Source: an optimization exercise on an open RTL-to-GDS flow (aim: small area, a short achievable clock period and few clock cycles per item). Production flows keep margins and buffers that such runs may drop.
Function was checked by simulation only, so behaviour that the tests miss may differ from the original.
Power is estimated from default activity; no workload was simulated.

## MGT_01_mul_unit
module MGT_01_mul_unit
(  
  input  logic signed [31:0]       multiplier_i, multiplicand_i,
  input  logic                     clk_i, clk_en_i,                
  input  logic                     rst_n_i,                        
  input  logic [1:0]               operation_i,
  output logic signed [31:0]       result_o,
  output logic                     valid_o
);
  localparam int K = 4;
  logic [31:0]     b_q;       
  logic            bs_q;      
  logic            mul_q;     
  logic [2:0]      cnt_q;
  logic            valid_q;
  logic [3:0]       one_q, two_q, neg_q;    
  logic [33:0]     s_q, c_q;  
  logic [7:0]      ls_q, lc_q;   
  logic            first_q;   
  logic            corrl_q;   
  logic            cl_q;      
  logic [31:0]     res_q;
  always_ff @(posedge clk_i) begin
    b_q    <= multiplicand_i;
    bs_q   <= (operation_i == 2'b01) & multiplicand_i[31];
    mul_q  <= (operation_i == 2'b00);
  end
  logic [8:0] chunk;
  always_comb
    case (cnt_q[1:0])
      2'd0: chunk = {multiplier_i[7:0], 1'b0};
      2'd1: chunk = {multiplier_i[15:8], multiplier_i[7]};
      2'd2: chunk = {multiplier_i[23:16], multiplier_i[15]};
      2'd3: chunk = {multiplier_i[31:24], multiplier_i[23]};
  ...
==> flow/config.mk <==
export PLATFORM = sky130hd
export DESIGN_NAME = MGT_01_mul_unit
export DESIGN_NICKNAME = MGT_01_mul_unit
export VERILOG_FILES = /design/flow/design.v
export SDC_FILE = /design/flow/constraint.sdc
export NUM_CORES = 4
export LEC_CHECK = 0
export CAP_MARGIN = 20
export CORE_MARGIN = 2
export CORE_UTILIZATION = 55
export PLACE_DENSITY = 0.65
export SLEW_MARGIN = 20
export SYNTH_HIERARCHICAL = 1
export SYNTH_MINIMUM_KEEP_SIZE = 0
==> flow/constraint.sdc <==
create_clock -name core_clock -period 10.0 [get_ports {clk_i}]
set_input_delay 2.0000 -clock core_clock [delete_from_list [all_inputs] [get_ports {clk_i}]]
set_output_delay 2.0000 -clock core_clock [all_outputs]
set_load 0.01 [all_outputs]
standard.sh (not shown) runs the stock make flow with config.mk's settings and CLKGATE_MAP_FILE= SYNTH_SCRIPT=/design/flow/synth_recipe.tcl, a recipe that flattens the netlist after the stock synthesis.
==> flow/flow/run.sh <==
#!/bin/bash
# Layout flow: the standard ORFS flow (standard.sh), with
#  - buf_2 cells as the port buffers (buffer_ports' default pick is a slow
#    delay cell); every input and output port still gets its own buffer
#  - the Booth rows' a22oi_2 gates from synthesis sized down to a22oi_1
#    (same function and pins); timing repair sizes up what it needs
#  - timing repair aiming at a setup margin below the clock period
# Each tool's output goes to synth.log and standard.log.
set -e
export BUFFER_PORTS_ARGS="-buffer_cell sky130_fd_sc_hd__buf_2"
export SETUP_SLACK_MARGIN=${MARGIN:-7}
RES=orfs/results/sky130hd/MGT_01_mul_unit/base
bash standard.sh $PWD/$RES/1_2_yosys.v > synth.log 2>&1
sed -i 's/sky130_fd_sc_hd__a22oi_2 /sky130_fd_sc_hd__a22oi_1 /' $RES/1_2_yosys.v
bash standard.sh > standard.log 2>&1
Testbench counts at the start, summed over its fixed seeds: cycles 22,400, items 3,200.
Edit:
Settings changed: CTS_BUF_LIST set to sky130_fd_sc_hd__clkbuf_4 sky130_fd_sc_hd__clkbuf_8.
The new run produced a clean layout.
Routed wire length rises by 0.56%.
Synthesized cell count is unchanged.
Power falls by about 3%.
Non-clock buffer count rises by 3.
Combinational power hardly moves.

* * *

Setup of delta:
Another version of the RTL of MGT_01_mul_unit (not shown whole).
Size: roughly 1,300 cells after synthesis, about 0.016 mm^2 of cells after synthesis.
export LEC_CHECK = 0
export CAP_MARGIN = 20
export CORE_MARGIN = 2
export CORE_UTILIZATION = 55
export PLACE_DENSITY = 0.65
export SLEW_MARGIN = 20
export SYNTH_HIERARCHICAL = 1
export SYNTH_MINIMUM_KEEP_SIZE = 0
create_clock -name core_clock -period 10.0 [get_ports {clk_i}]
==> flow/flow/run.sh <==
#!/bin/bash
# Layout flow: the standard ORFS flow (standard.sh), with
#  - buf_2 cells as the port buffers (buffer_ports' default pick is a slow
#    delay cell); every input and output port still gets its own buffer
#  - the Booth rows' a22oi_2 gates from synthesis sized down to a22oi_1
#    (same function and pins); timing repair sizes up what it needs
#  - timing repair aiming at a setup margin below the clock period
# Each tool's output goes to synth.log and standard.log.
set -e
export BUFFER_PORTS_ARGS="-buffer_cell sky130_fd_sc_hd__buf_2"
export SETUP_SLACK_MARGIN=${MARGIN:-6}
RES=orfs/results/sky130hd/MGT_01_mul_unit/base
bash standard.sh $PWD/$RES/1_2_yosys.v > synth.log 2>&1
sed -i 's/sky130_fd_sc_hd__a22oi_2 /sky130_fd_sc_hd__a22oi_1 /' $RES/1_2_yosys.v
bash standard.sh > standard.log 2>&1
delta finished every step from synthesis to the final layout, and the layout passed the timing, DRC and antenna checks.
Testbench counts of delta, summed over its fixed seeds: cycles 19,200, items 3,200.
## Diff of input files: yarrow against delta
-- flow/flow/run.sh --
<<< delta, line 11
export SETUP_SLACK_MARGIN=${MARGIN:-6}
>>> yarrow, line 11
export SETUP_SLACK_MARGIN=${MARGIN:-6.5}
--- outcome ---
Final routed wire length divided by cell count: yarrow vs delta down 5.8%
Comparing yarrow and delta, the higher critical path depth was measured on yarrow.
The critical path launch point comes out clk_en_i in one run and one_q[2] in the other, namely in delta and yarrow respectively.
sky130_fd_sc_hd__fa_2 as the slowest cell on the critical path was reported by yarrow, and sky130_fd_sc_hd__buf_6 by delta.
Compared with delta, yarrow shows a wire length reported by the detailed router that is 2500 um lower.
The run showing the greater worst slew margin relative to its limit is yarrow.
Number of design-rule violations left by the first detailed-router iteration of yarrow falls short of that of delta by a few percent.
Sequential share of layout area (yarrow over delta): decrease, 0.40 points
Against delta, setup slack in yarrow came out better.
Looking at yarrow and delta, the placed wire-length estimate after detailed placement is a wash.
In the tables for yarrow and delta, utilization after layout reads lower with delta.
yarrow reports its commonest non-fill, non-tap cell in the layout as sky130_fd_sc_hd__a22oi_1 while delta reports sky130_fd_sc_hd__xnor2_1.
Comparing detailed-routed wire length on met3 for yarrow and delta, the smaller number came from delta.
### yarrow -> lagoon
-- flow/flow/run.sh --
<<< yarrow, line 11
export SETUP_SLACK_MARGIN=${MARGIN:-6.5}
>>> lagoon, line 11
export SETUP_SLACK_MARGIN=${MARGIN:-8}
--- outcome ---
- lagoon against yarrow: routed via count divided by cell count shows an increase of 1.5%; first-iteration DRC count shows an increase of 103; iteration count of the initial detailed-routing pass shows an increase of 1.
- Per the comparison of lagoon with yarrow, setup fix buffers added after clock tree synthesis went up 79; number of buffers outside the clock class in the layout moved up; sequential share of power fell 3.0 points; design area now larger; time the worst path needs with I/O delays and setup went down 120 ps.
- lagoon and yarrow ended up with roughly the same total number of multi-input combinational cells.
Relative to lagoon, the following input files were edited for amber:
- setting CTS_CLUSTER_SIZE to 40 for the first time
- setting CTS_CLUSTER_DIAMETER to 100 for the first time
-- flow/flow/run.sh --
<<< lagoon, line 3
#  - buf_2 cells as the port buffers (buffer_ports' default pick is a slow
>>> amber, line 3
#  - buf_1 cells as the port buffers (buffer_ports' default pick is a slow
<<< lagoon, line 10
export BUFFER_PORTS_ARGS="-buffer_cell sky130_fd_sc_hd__buf_2"
export SETUP_SLACK_MARGIN=${MARGIN:-8}
>>> amber, line 10
export BUFFER_PORTS_ARGS="-buffer_cell sky130_fd_sc_hd__buf_1"
export SETUP_SLACK_MARGIN=${MARGIN:-6.5}
Notes after the runs:
Summary of amber over lagoon: proportion of power drawn by combinational gates went down; later-pin clock latency in the skew report did not really move; instance area at placement went down; setup TNS after final layout did not really move; worst setup slack went down.
Taking lagoon as the reference, in amber ratio of total power to cell area saw an increase; post-route cell area moved down.
Taking lagoon as the reference, in amber clock share of power picked up an extra 1.4 points; number of gates resized after CTS dropped 273.
Here is what was changed in the inputs of tundra compared with amber.
- a deleted CTS_CLUSTER_DIAMETER that had been 100
- a deleted CTS_CLUSTER_SIZE that had been 40
-- flow/flow/run.sh --
<<< amber, line 3
#  - buf_1 cells as the port buffers (buffer_ports' default pick is a slow
>>> tundra, line 3
#  - buf_2 cells as the port buffers (buffer_ports' default pick is a slow
<<< amber, line 10
export BUFFER_PORTS_ARGS="-buffer_cell sky130_fd_sc_hd__buf_1"
export SETUP_SLACK_MARGIN=${MARGIN:-6.5}
>>> tundra, line 10
export BUFFER_PORTS_ARGS="-buffer_cell sky130_fd_sc_hd__buf_2"
export SETUP_SLACK_MARGIN=${MARGIN:-7}
Notes after the runs:
- amber ended up with s_q[15] as its capture point of the critical path; tundra ended up with s_q[14].
- Against amber, time the final worst path needs with I/O delays and setup in tundra came out better.
- Taking amber as the reference point, the number of optimization iterations in the first detailed-route pass of tundra falls by 2.
- Re final standard cell utilization of the core: amber was lower than tundra.

port drivers added, routing unchanged:
How much do the figures lean on ideal ports? The routed layouts below were timed once more, with nothing changed but the port constraints. Step 1 sets driving cells, clkbuf_16 on the clock port and buf_2 on the other inputs (assumed; they add their load-dependent delay and slew). Step 2 times the ports against the registers' clock, not the clock port: input delays grow and output delays shrink by t, the midpoint of the rising clock arrivals with the driver on. Three values: ideal, step 1, step 2; two values: the first two.
run	t, ns	slack for setup (ns)	slew at the worst register clock pin (ns)	pins driven straight from the clock port
the first run of note 1	0.481	6.791 / 6.791 / 6.533	0.07 / 0.07	1
the second run of note 1	0.518	6.707 / 6.707 / 6.553	0.10 / 0.10	1
delta	0.499	6.200 / 6.232 / 5.733	0.08 / 0.08	1
yarrow	0.490	6.622 / 6.622 / 6.178	0.08 / 0.08	1
lagoon	0.498	6.739 / 6.739 / 6.397	0.08 / 0.08	1
amber	0.495	6.608 / 6.608 / 6.250	0.08 / 0.08	1
tundra	0.495	6.779 / 6.779 / 6.395	0.08 / 0.08	1
After both steps every run listed still meets setup and hold. The setup slack of delta, which loses most, moves by +0.032 ns with the drivers and by -0.467 ns with both steps.
